Context: an optimization exercise on an open-source flow, tuned for small area. The choices shown serve that exercise and are no tape-out recipe. Only simulation tests tie the RTL to the original design; equivalence was not proved. No driver is modelled on the clock port, so clock power and skew are understated where the tree is cut down; a real chip needs a root buffer or a tree. Power is estimated from default activity; no workload was simulated.

alpha:
==> module UART_RX, before the edit <==
module UART_RX (
    input clk,
    input reset,
    input rx,
    output [7:0] data,
    output data_valid,
    output busy
);
localparam [13:0] SB = 14'd7529, S0 = 14'd7531, END = 14'd9252, END_MASK = 14'd6139;
localparam [13:0] POL = 14'b01010101010101;
localparam [3:0] IDLE = 4'd12,
           HALF = 4'd13,
           R0 = 4'd0,
           R1 = 4'd1,
           R2 = 4'd2,
           R3 = 4'd3,
           R4 = 4'd4,
           R5 = 4'd5,
           R6 = 4'd6,
           R7 = 4'd7,
           BIT8 = 4'd8,
           DONE = 4'd10,
           ERR = 4'd9;
reg [3:0] st;      
reg [13:0] cnt;
reg [7:0] sh;
wire ev = ((cnt ^ END ^ POL) & END_MASK) == 14'd0;
reg shift, busy_n;
always @(*) begin
    case (st)
        R0, R1, R2, R3, R4, R5, R6, R7: shift = 1'b1;
        default: shift = 1'b0;
    endcase
    case (st)
        R1, R2, R3, R4, R5, R6, R7: busy_n = 1'b1;
        default: busy_n = 1'b0;
    endcase
end
always @(posedge clk or posedge reset) begin
    if (reset)
        st <= IDLE;
    else begin
        case (st)
            IDLE: if (~rx) st <= HALF;
            HALF: if (ev) st <= R0;
            R0: if (ev) st <= R1;
            R1: if (ev) st <= R2;
            R2: if (ev) st <= R3;
            R3: if (ev) st <= R4;
            R4: if (ev) st <= R5;
            R5: if (ev) st <= R6;
            R6: if (ev) st <= R7;
            R7: if (ev) st <= BIT8;
            BIT8: if (ev) st <= rx ? DONE : ERR;
            default: ;
        endcase
    end
end
always @(posedge clk) begin
    if (st == IDLE)
        cnt <= S0 ^ POL;
    else if (ev)
        cnt <= SB ^ POL;
    else
        cnt <= {~cnt[12:0], cnt[13] ^ cnt[12] ^ POL[0]};
    if (ev && shift)
        sh <= {rx, sh[7:1]};
end
assign data       = sh;
assign data_valid = (st == DONE);
assign busy       = busy_n;
endmodule
Settings: LEC_CHECK=0, CAP_MARGIN=20, CORE_MARGIN=2, CORE_UTILIZATION=40, SLEW_MARGIN=20; clock period 10.0 ns.
standard.sh (not shown) runs the stock make flow with config.mk's settings and CLKGATE_MAP_FILE= SYNTH_SCRIPT=/design/flow/synth_recipe.tcl, a recipe that flattens the netlist after the stock synthesis.
==> flow/flow/run.sh <==
#!/bin/bash
# Layout flow: the standard flow (standard.sh) with these changes:
#  - synthesis is the standard flow's (synth_recipe.tcl) with abc_override.tcl added,
#    so that ABC maps the logic with flow/area.abc (area-oriented) instead
#    of ORFS's abc_speed.script;
#  - the port buffers that buffer_ports inserts are buf_1 cells;
#  - the clock tree is four clkbuf_4 cells that the clock port drives
#    directly, each driving the clock pins of the registers in one quarter
#    of the core (cts_hook.tcl, sourced by ORFS just before its CTS step,
#    replaces the H-tree TritonCTS would build).
# The full output of the flow goes to flow.log in the work folder; ORFS
# keeps each step's own log under orfs/logs/.
set -euo pipefail
W=$PWD
{ head -n 1 synth_recipe.tcl
  echo "source $W/flow/abc_override.tcl"
  tail -n +2 synth_recipe.tcl; } > area_synth.tcl
sed "s|/synth_recipe.tcl|/area_synth.tcl|g" standard.sh > area_standard.sh
export AREA_ABC_SCRIPT="$W/flow/area.abc"
export BUFFER_PORTS_ARGS="-buffer_cell sky130_fd_sc_hd__buf_1"
export PRE_CTS_TCL="$W/flow/cts_hook.tcl"
export CLK_GROUPS=4
export CLK_CELL=sky130_fd_sc_hd__clkbuf_4
bash area_standard.sh > flow.log 2>&1
Other scripts of this flow, unchanged in this note and not shown: flow/flow/abc_override.tcl, flow/flow/area.abc, flow/flow/cts_hook.tcl
[inputs] beta vs alpha
-- flow/design.v --
<<< alpha, line 79
localparam [13:0] SB = 14'd7529, S0 = 14'd7531, END = 14'd9252, END_MASK = 14'd6139;
localparam [13:0] POL = 14'b01010101010101;
localparam [3:0] IDLE = 4'd12,
           HALF = 4'd13,
           R0 = 4'd0,
>>> beta, line 79
localparam [13:0] SB = 14'd7529, S0 = 14'd7531, END = 14'd9252, END_MASK = 14'd6139;
localparam [13:0] POL = 14'b01010101010101;
localparam [3:0] IDLE = 4'd9,
           HALF = 4'd13,
           R0 = 4'd0,
<<< alpha, line 91
           BIT8 = 4'd8,
           DONE = 4'd10,
           ERR = 4'd9;
reg [3:0] st;      
reg [13:0] cnt;
>>> beta, line 91
           BIT8 = 4'd8,
           DONE = 4'd10,
           ERR = 4'd12;
reg [3:0] st;      
reg [13:0] cnt;
--- outcome ---
- Number of nets at the end of the flow ends up higher on alpha.
- beta ended with less global-route wire length before repair than alpha.
- Taking alpha as the reference, in beta share of the cycle needed by the critical path after routing went up 1.0 points, sequential share of layout area neither gained nor lost much, fmax now smaller, later-pin clock latency in the skew report closely matched the old numbers, detail-routed net length per standard cell has increased.
- beta against alpha: critical-path maximum fanout now sits lower; critical path depth now sits higher; number of synthesized flops with an enable pin now sits at about the same level.
- Between beta and alpha, it is beta whose cell count of the worst reg-to-reg path is higher, by 3.
- The total power on beta is in line with that on alpha.
- beta -> alpha: initial standard-cell utilization of the core flat
- When the final numbers for beta and alpha were put side by side, the share of synthesized area spent on multiplexers turned out to be smaller in alpha.
No run of this note takes its clock network from TritonCTS; it comes from the design's own scripts or RTL.

## port drivers added, routing unchanged
In the flow no input, the clock included, has a driving cell. The finished layouts below were timed again as built, in two steps. Step 1 assumes that a clkbuf_16 drives the clock port and a buf_2 every other input. Step 2 moves the port delays by t, midway between the first and last clock arrival at a register: inputs arrive t later, outputs are due t later. That takes back most of the time a late clock gives input paths. Slacks: ideal / step 1 / step 2; pairs: ideal / step 1.
run	t (ns)	slack for setup (ns)	worst data-port slew with drivers (ns)
alpha	0.210	6.848 / 6.806 / 7.016	0.03
beta	0.211	6.747 / 6.705 / 6.917	0.03
After both steps every run listed still meets setup and hold.
